What follows belongs to an exercise in optimizing a design on an open flow for small area and a short achievable clock period; a production flow would make more cautious choices.
Function was checked by simulation only, so behaviour that the tests miss may differ from the original.
Power figures rest on the tool's default switching activity, not on a simulated workload.

Design custom_isa_extensions, start of the top module:
module custom_isa_extensions (
    input wire clk,
    input wire resetn,
    input wire is_custom_instruction,
    input wire is_vconv_instruction,
    input wire is_relu_instruction,
    input wire is_madd_instruction,
    input wire is_gemm_instruction,
    input wire [31:0] rs1_data,
    input wire [31:0] rs2_data,
    input wire [31:0] rs3_data,
    input wire instruction_valid,
    output reg instruction_ready,
    output wire [31:0] result_data,
    input wire [31:0] mem_addr,
    input wire [31:0] mem_wdata,
    output reg [31:0] mem_rdata,
    input wire [3:0] mem_wstrb,
    input wire mem_valid,
    output wire mem_ready,
    input wire mem_we
);
For scale: ~2,400 cells after synthesis, ~590 flip-flops, roughly 28,000 µm² of cells after synthesis.
export LEC_CHECK = 0
export CAP_MARGIN = 20
export CORE_MARGIN = 2
export CORE_UTILIZATION = 70
export CTS_CLUSTER_DIAMETER = 80
export CTS_CLUSTER_SIZE = 25
export SETUP_SLACK_MARGIN = 5
export SLEW_MARGIN = 20
export TNS_END_PERCENT = 100
create_clock -name core_clock -period 9.0 [get_ports {clk}]
standard.sh (not shown) runs the stock make flow with config.mk's settings and CLKGATE_MAP_FILE= SYNTH_SCRIPT=/design/flow/synth_recipe.tcl, a recipe that flattens the netlist after the stock synthesis.
==> flow/flow/run.sh <==
#!/bin/bash
# Standard layout, with a larger setup repair margin (the SDC and its period are
# unchanged) and regular buffers instead of delay buffers on the ports.
set -euo pipefail
MARGIN=$(cat flow/margin.txt)
bash standard.sh "SETUP_SLACK_MARGIN=$MARGIN" \
  "BUFFER_PORTS_ARGS=-buffer_cell sky130_fd_sc_hd__buf_2" finish > standard_flow.log 2>&1
==> flow/flow/margin.txt <==
5.6
Edit:
==> flow/flow/margin.txt (replaced) <==
6.0
Settings changed: ABC_CLOCK_PERIOD_IN_PS from default to 1500, CORE_UTILIZATION 70 to 55, CTS_CLUSTER_DIAMETER 80 to default, CTS_CLUSTER_SIZE 25 to default.
Effect: Worst setup slack improves by 250 ps. Global-route usage goes down by 10 points. Cell area goes up by 8.9%. Sequential power barely changes. Non-clock buffer count goes up by 67. Via count goes down by 7.1%.
Edit:
==> flow/flow/margin.txt (replaced) <==
5.8
Settings changed: ABC_CLOCK_PERIOD_IN_PS 1500 to default, CORE_UTILIZATION 55 to 60, CTS_CLUSTER_DIAMETER from default to 80, CTS_CLUSTER_SIZE from default to 28.
=> The changed run went through all stages and came out clean; setup slack degrades by 64 ps; critical path depth is lower by 4; power is lower by about a fifth; via count is lower by a few percent.

---

Another version of the RTL of custom_isa_extensions (not shown whole).
Size in the first run: about 240 I/O pins, ~29000 um^2 of cells after synthesis.
Settings: LEC_CHECK=0, CAP_MARGIN=20, CORE_MARGIN=2, CORE_UTILIZATION=60, CTS_CLUSTER_DIAMETER=80, CTS_CLUSTER_SIZE=28, SETUP_SLACK_MARGIN=5, SLEW_MARGIN=20, TNS_END_PERCENT=100; clock period 9.0 ns.
==> flow/flow/margin.txt <==
6.0
Scripts as last shown in full above: flow/flow/run.sh
Then changed:
==> flow/flow/margin.txt (replaced) <==
5.8
- worst setup slack improved by 0.079 ns
- final cell count fell slightly
- area after synthesis does not change
- sequential share of layout area climbs by 0.81 points
- utilization came out lower by 1.2 points
- routed wire length is lower by a few percent
- die area does not change

---

build 91:
custom_isa_extensions, a different RTL version from the one above (not shown whole).
Size: ~2500 cells after synthesis, about 600 flip-flops, about 240 I/O pins.
export LEC_CHECK = 0
export CAP_MARGIN = 20
export CORE_MARGIN = 2
export CORE_UTILIZATION = 65
export CTS_CLUSTER_DIAMETER = 80
export CTS_CLUSTER_SIZE = 26
export SETUP_SLACK_MARGIN = 5
export SLEW_MARGIN = 20
export TNS_END_PERCENT = 100
create_clock -name core_clock -period 9.0 [get_ports {clk}]
run.sh (not shown) runs the stock make flow with config.mk's settings and CLKGATE_MAP_FILE= SYNTH_SCRIPT=/design/flow/synth_recipe.tcl, a recipe that flattens the netlist after the stock synthesis.
Stock flow here: none of the scripts above is used.
For build 78, these inputs were changed with respect to build 91:
==> flow/flow/run.sh (new file) <==
#!/bin/bash
# Standard layout, with a larger setup repair margin (the SDC and its period are
# unchanged) and regular buffers instead of delay buffers on the ports.
set -euo pipefail
MARGIN=$(cat flow/margin.txt)
bash standard.sh "SETUP_SLACK_MARGIN=$MARGIN" \
  "BUFFER_PORTS_ARGS=-buffer_cell sky130_fd_sc_hd__buf_2" finish > standard_flow.log 2>&1
==> flow/flow/margin.txt (new file) <==
5.9
==> flow/standard.sh (new file) <==
#!/bin/bash
# synth_recipe.tcl (not shown) runs the flow's synth.tcl, then flattens the netlist and writes it again
# the make line also repeats each setting of config.mk as NAME=value (left out here)
make -C /OpenROAD-flow-scripts/flow DESIGN_CONFIG=/design/flow/config.mk WORK_HOME=/design/flow/orfs CLKGATE_MAP_FILE= SYNTH_SCRIPT=/design/flow/synth_recipe.tcl "${@:-finish}"
removed: flow/run.sh
==> run notes <==
Required time of the worst setup path: build 78 and build 91 compared, lower one is build 91. As far as die boundary width is concerned, build 78 and build 91 perform about the same. From build 91 to build 78, multiplexer area fraction after synthesis did not move at all. | critical path depth | build 78 vs build 91 | 6 higher |. Looking at worst setup slack, build 78 sits above build 91. Build 78 vs build 91: cell count up. The number of detailed-route iterations in the first pass in build 78 sits 3 below the value recorded for build 91. The run showing the smaller headroom to the max-slew limit is build 78. Max count of clock-buffer cells in the layout across build 78 and build 91: build 91. Met3 routed wirelength essentially unchanged between build 91 and build 78.
diff inputs: build 78 => build 16
==> flow/flow/margin.txt <==
5.8
Notes after the runs:
Cmp build 16 vs build 78: final design utilization lower in build 16. Of build 78 and build 16, the lower number of vias in the routed layout belongs to build 16. Between build 78 and build 16, the worst hold slack figures differ only marginally.
diff inputs: build 16 => build 97
==> flow/flow/margin.txt <==
5.7
- Build 97 finished every stage and its layout cleared the timing, design-rule and antenna checks.
- Going from build 16 to build 97, global routing usage summed across all routing layers down 0.29 points, total stage count of the critical path went up.
- Build 97 ends up with a delay of the slowest cell on the worst path that is 50 ps lower than in build 16.
- The final reports for build 97 and build 16 show final cell count lower in the former.
- Setup slack in build 97 is smaller than in build 16.
- Against build 16, build 97 comes in about 2% lower on routed wire length.
- Build 97 -> build 16: number of non-clock inverters delta 0, exact match
- Build 97 vs build 16: maximum clock frequency down slightly
- On share of the clock period used by the worst path after layout, the higher figure sits with build 97, not build 16.
- In build 97 relative to build 16, non-clock buffer count had gone down by more than 10%.

---

## the reference run
Another version of the RTL of custom_isa_extensions (not shown whole).
Size in the first run: roughly 600 flip-flops, about 240 I/O pins.
export LEC_CHECK = 0
export ABC_CLOCK_PERIOD_IN_PS = 3000
export CAP_MARGIN = 20
export CORE_MARGIN = 2
export CORE_UTILIZATION = 55
export SETUP_SLACK_MARGIN = 5
export SLEW_MARGIN = 20
export TNS_END_PERCENT = 100
create_clock -name core_clock -period 9.0 [get_ports {clk}]
standard.sh (not shown) runs the stock make flow with config.mk's settings and CLKGATE_MAP_FILE= SYNTH_SCRIPT=/design/flow/synth_recipe.tcl, a recipe that flattens the netlist after the stock synthesis.
==> flow/flow/run.sh <==
#!/bin/bash
# Standard layout, with a larger setup repair margin (the SDC and its period are
# unchanged) and regular buffers instead of delay buffers on the ports.
set -euo pipefail
MARGIN=$(cat flow/margin.txt)
bash standard.sh "SETUP_SLACK_MARGIN=$MARGIN" \
  "BUFFER_PORTS_ARGS=-buffer_cell sky130_fd_sc_hd__buf_2" finish > standard_flow.log 2>&1
==> flow/flow/margin.txt <==
6.0
Both conditions hold for the reference run: the flow ran to the end and the final layout passed the timing, design-rule and antenna checks.
### the reference run -> the trial run
==> flow/run.sh (new file) <==
#!/bin/bash
# synth_recipe.tcl (not shown) runs the flow's synth.tcl, then flattens the netlist and writes it again
# the make line also repeats each setting of config.mk as NAME=value (left out here)
make -C /OpenROAD-flow-scripts/flow DESIGN_CONFIG=/design/flow/config.mk WORK_HOME=/design/flow/orfs CLKGATE_MAP_FILE= SYNTH_SCRIPT=/design/flow/synth_recipe.tcl finish
removed: flow/flow/run.sh
removed: flow/flow/margin.txt
removed: flow/standard.sh
Findings:
The trial run packs its core looser than the reference run.
Measured against each other, the trial run and the reference run differ in number of global-route vias before repair, the higher figure coming from the reference run.
Max proportion of total power due to net switching across the trial run and the reference run: the reference run
Actual slew at the worst max-slew pin: the trial run > the reference run
The fraction of met3 tracks used by global routing in the trial run was lower than what the reference run gave.
The trial run and the reference run ended up with nearly the same sequential cell area.
Per-cell routed wire length down about 3% in the trial run wrt the reference run
mst[5] as the source of the critical timing path was reported by the trial run, and xr[1] by the reference run.
Summary of the trial run over the reference run: count of cells resized by post-cts repair now smaller; total power decreased 0.65%; number of tap instances closely matched the old numbers; clock buffer instance count of the final layout grew by 6.

---

Another version of the RTL of custom_isa_extensions (not shown whole).
Size: about 600 flip-flops, ~29,000 um2 of cells after synthesis.
Design custom_isa_extensions, start of the top module:
module custom_isa_extensions (
    input wire clk,
    input wire resetn,
    input wire is_custom_instruction,
    input wire is_vconv_instruction,
    input wire is_relu_instruction,
    input wire is_madd_instruction,
    input wire is_gemm_instruction,
    input wire [31:0] rs1_data,
    input wire [31:0] rs2_data,
    input wire [31:0] rs3_data,
    input wire instruction_valid,
    output reg instruction_ready,
    output wire [31:0] result_data,
    input wire [31:0] mem_addr,
    input wire [31:0] mem_wdata,
    output reg [31:0] mem_rdata,
    input wire [3:0] mem_wstrb,
    input wire mem_valid,
    output wire mem_ready,
    input wire mem_we
);
clock: 9.0 ns
lec_check: 0
abc_clock_period_in_ps: 3000
cap_margin: 20
core_margin: 2
core_utilization: 65
cts_cluster_diameter: 80
cts_cluster_size: 30
setup_slack_margin: 5
slew_margin: 20
tns_end_percent: 100
==> flow/flow/run.sh <==
#!/bin/bash
# Standard layout, with a larger setup repair margin (the SDC and its period are
# unchanged) and regular buffers instead of delay buffers on the ports.
set -euo pipefail
MARGIN=$(cat flow/margin.txt)
bash standard.sh "SETUP_SLACK_MARGIN=$MARGIN" \
  "BUFFER_PORTS_ARGS=-buffer_cell sky130_fd_sc_hd__buf_2" finish > standard_flow.log 2>&1
==> flow/flow/margin.txt <==
5.5
The first run completed without violations.
Then changed:
==> flow/flow/margin.txt (replaced) <==
6.0
Cell area is higher by about 4%; count of clock-buffer cells in the layout is lower by 2; total power barely changes; worst hold slack degrades by 11 ps; cell count is higher by 0.61%; fmax is higher by 4.4%; core utilization is higher by 2.8 points; first-iteration DRC count is higher by 5.7%.

---

custom_isa_extensions with an RTL version that a note above also has.
For scale: ~2,400 cells after synthesis, about 590 flip-flops, about 240 I/O pins, about 28,000 um^2 of cells after synthesis.
==> flow/config.mk <==
export PLATFORM = sky130hd
export DESIGN_NAME = custom_isa_extensions
export DESIGN_NICKNAME = custom_isa_extensions
export VERILOG_FILES = /design/flow/design.v
export SDC_FILE = /design/flow/constraint.sdc
export NUM_CORES = 4
export LEC_CHECK = 0
export ABC_CLOCK_PERIOD_IN_PS = 3000
export CAP_MARGIN = 20
export CORE_MARGIN = 2
export CORE_UTILIZATION = 65
export CTS_CLUSTER_DIAMETER = 80
export CTS_CLUSTER_SIZE = 30
export SETUP_SLACK_MARGIN = 5
export SLEW_MARGIN = 20
export TNS_END_PERCENT = 100
==> flow/constraint.sdc <==
create_clock -name core_clock -period 9.0 [get_ports {clk}]
set_input_delay 1.8000 -clock core_clock [delete_from_list [all_inputs] [get_ports {clk}]]
set_output_delay 1.8000 -clock core_clock [all_outputs]
set_load 0.01 [all_outputs]
==> flow/flow/margin.txt <==
6.0
Scripts as last shown in full above: flow/flow/run.sh
Rerun with:
CORE_UTILIZATION = 55   (was 65)
CTS_CLUSTER_DIAMETER = unset   (was 80)
CTS_CLUSTER_SIZE = unset   (was 30)
=> Final area came out higher by about 3.4%; area after synthesis does not change; fmax increases by 0.32%; via count goes down by 2.6%; core utilization drops by 10 points.

---

custom_isa_extensions, a different RTL version from the one above (not shown whole).
Size in the first run: about 2300 cells after synthesis, roughly 590 flip-flops, about 28000 um^2 of cells after synthesis.
Design custom_isa_extensions, start of the top module:
module custom_isa_extensions (
    input wire clk,
    input wire resetn,
    input wire is_custom_instruction,
    input wire is_vconv_instruction,
    input wire is_relu_instruction,
    input wire is_madd_instruction,
    input wire is_gemm_instruction,
    input wire [31:0] rs1_data,
    input wire [31:0] rs2_data,
    input wire [31:0] rs3_data,
    input wire instruction_valid,
    output reg instruction_ready,
    output reg [31:0] result_data,
    input wire [31:0] mem_addr,
    input wire [31:0] mem_wdata,
    output reg [31:0] mem_rdata,
    input wire [3:0] mem_wstrb,
    input wire mem_valid,
    output wire mem_ready,
    input wire mem_we
);
    reg s_idle, s_dec, s_vc, s_relu, s_madd, s_gemm, s_comp;
    reg [7:0] mst;               
    reg [4:0] cnt;               
    reg [31:0] temp;
    reg vph;                     
    reg fresh_v, fresh_g;        
    reg [15:0] vr [0:7];         
    reg [15:0] gr [0:15];        
    reg [15:0] xr, yr;           
    reg [15:0] sr, cr;           
    reg [15:0] hr;               
    reg bm;                      
    reg vwe, gwe;                
    wire vc_last   = s_vc   & (cnt[3:0] == 4'd15);
    wire relu_last = s_relu & (cnt[1:0] == 2'd3);
    wire madd_last = mst[7];
    wire gemm_last = s_gemm & (cnt == 5'd31);
    wire go        = instruction_valid & is_custom_instruction;
    wire nbm       = ~bm;
  ...
export LEC_CHECK = 0
export ABC_CLOCK_PERIOD_IN_PS = 3000
export CAP_MARGIN = 20
export CORE_MARGIN = 2
export CORE_UTILIZATION = 55
export SETUP_SLACK_MARGIN = 5
export SLEW_MARGIN = 20
export TNS_END_PERCENT = 100
create_clock -name core_clock -period 9.0 [get_ports {clk}]
==> flow/flow/margin.txt <==
5.8
Scripts as last shown in full above: flow/flow/run.sh
Then changed:
==> flow/run.sh (new file) <==
#!/bin/bash
# synth_recipe.tcl (not shown) runs the flow's synth.tcl, then flattens the netlist and writes it again
# the make line also repeats each setting of config.mk as NAME=value (left out here)
make -C /OpenROAD-flow-scripts/flow DESIGN_CONFIG=/design/flow/config.mk WORK_HOME=/design/flow/orfs CLKGATE_MAP_FILE= SYNTH_SCRIPT=/design/flow/synth_recipe.tcl finish
--- a/flow/config.mk
+++ b/flow/config.mk
@@ -8 +7,0 @@
-export ABC_CLOCK_PERIOD_IN_PS = 3000
@@ -11 +10 @@
-export CORE_UTILIZATION = 55
+export CORE_UTILIZATION = 40
removed: flow/flow/run.sh
removed: flow/flow/margin.txt
removed: flow/standard.sh
Outcome: The changed run completed with no timing, DRC or antenna violations; final area drops by about 0.55%; routed wire length is about the same; global-route usage goes down by 8.1 points; setup slack degrades by 0.049 ns; flip-flop and latch count does not change; critical path depth is unchanged; total power is lower by 7.3%; sequential share of layout area climbs by 0.24 points.

---

custom_isa_extensions, a different RTL version from the one above (not shown whole).
Size in the first run: ~2,300 cells after synthesis, about 620 flip-flops, ~240 I/O pins, about 0.028 sq mm of cells after synthesis.
Settings: LEC_CHECK=0, ABC_CLOCK_PERIOD_IN_PS=3000, CAP_MARGIN=20, CORE_MARGIN=2, CORE_UTILIZATION=55, SETUP_SLACK_MARGIN=5, SLEW_MARGIN=20, TNS_END_PERCENT=100; clock period 9.0 ns.
run.sh (not shown) runs the stock make flow with config.mk's settings and CLKGATE_MAP_FILE= SYNTH_SCRIPT=/design/flow/synth_recipe.tcl, a recipe that flattens the netlist after the stock synthesis.
Stock flow here: none of the scripts above is used.
The starting point completed with no timing, DRC or antenna violations.
Then changed:
==> flow/flow/run.sh (new file) <==
#!/bin/bash
# Standard layout, with a larger setup repair margin (the SDC and its period are
# unchanged) and regular buffers instead of delay buffers on the ports.
set -euo pipefail
MARGIN=$(cat flow/margin.txt)
bash standard.sh "SETUP_SLACK_MARGIN=$MARGIN" \
  "BUFFER_PORTS_ARGS=-buffer_cell sky130_fd_sc_hd__buf_2" finish > standard_flow.log 2>&1
==> flow/flow/margin.txt (new file) <==
6.0
==> flow/standard.sh (new file) <==
#!/bin/bash
# synth_recipe.tcl (not shown) runs the flow's synth.tcl, then flattens the netlist and writes it again
# the make line also repeats each setting of config.mk as NAME=value (left out here)
make -C /OpenROAD-flow-scripts/flow DESIGN_CONFIG=/design/flow/config.mk WORK_HOME=/design/flow/orfs CLKGATE_MAP_FILE= SYNTH_SCRIPT=/design/flow/synth_recipe.tcl "${@:-finish}"
removed: flow/run.sh
What happened: Setup slack improves by 0.071 ns. Routed wire length came out higher by a few percent. Register-to-register slack improves by 0.08 ns. Area after synthesis stays the same. Flip-flop and latch count does not change. Via count came out higher by a few percent. Utilization came out higher by 3.3 points. Design area came out higher by a few percent. Die area is unchanged. Non-clock buffer count came out higher by 92.

-- afterwards: timing with drivers on the ports --
Ports are ideal in the flow. The routed layouts listed here were re-timed in OpenROAD.
Step 1, drivers: a clkbuf_16 drives clk and a buf_2 each remaining input, both assumed.
Step 2 times the ports against the registers' clock, not the clock port: input delays grow and output delays shrink by t, the midpoint of the rising clock arrivals with the driver on.
Slacks: ideal ports / drivers / drivers and shift; pairs: ideal ports / drivers.
run | shift t [ns] | setup slack, ns | worst hold slack (ns)
the first run of note 1 | 0.647 | 5.263 / 5.263 / 5.025 | 0.421 / 0.421 / 0.421
the second run of note 1 | 0.677 | 5.515 / 5.515 / 5.121 | 0.408 / 0.408 / 0.408
the third run of note 1 | 0.677 | 5.451 / 5.451 / 4.914 | 0.415 / 0.415 / 0.415
the first run of note 2 | 0.695 | 5.572 / 5.510 / 5.267 | 0.420 / 0.420 / 0.420
the second run of note 2 | 0.696 | 5.652 / 5.591 / 5.097 | 0.409 / 0.409 / 0.409
build 91 | 0.690 | 5.018 / 4.957 / 4.512 | 0.414 / 0.414 / 0.414
build 78 | 0.674 | 5.504 / 5.504 / 5.166 | 0.416 / 0.416 / 0.416
build 16 | 0.676 | 5.623 / 5.623 / 5.112 | 0.414 / 0.414 / 0.414
build 97 | 0.689 | 5.607 / 5.551 / 5.007 | 0.412 / 0.412 / 0.412
the reference run | 0.676 | 5.294 / 5.294 / 5.294 | 0.413 / 0.413 / 0.413
the trial run | 0.682 | 5.152 / 5.152 / 4.583 | 0.410 / 0.410 / 0.410
the first run of note 5 | 0.683 | 5.240 / 5.240 / 4.948 | 0.423 / 0.423 / 0.423
the second run of note 5 | 0.690 | 5.400 / 5.400 / 4.965 | 0.412 / 0.412 / 0.412
the first run of note 6 | 0.670 | 5.504 / 5.504 / 5.098 | 0.401 / 0.401 / 0.401
the second run of note 6 | 0.677 | 5.515 / 5.515 / 5.121 | 0.408 / 0.408 / 0.408
the first run of note 7 | 0.684 | 4.876 / 4.876 / 4.876 | 0.414 / 0.414 / 0.414
the second run of note 7 | 0.669 | 4.827 / 4.827 / 4.809 | 0.371 / 0.371 / 0.371
the first run of note 8 | 0.690 | 4.915 / 4.946 / 4.256 | 0.396 / 0.396 / 0.396
the second run of note 8 | 0.677 | 4.987 / 5.017 / 4.339 | 0.390 / 0.390 / 0.390
After both steps every run listed still meets setup and hold. The setup slack of the first run of note 8, which loses most, moves by +0.031 ns with the drivers and by -0.659 ns with both steps.
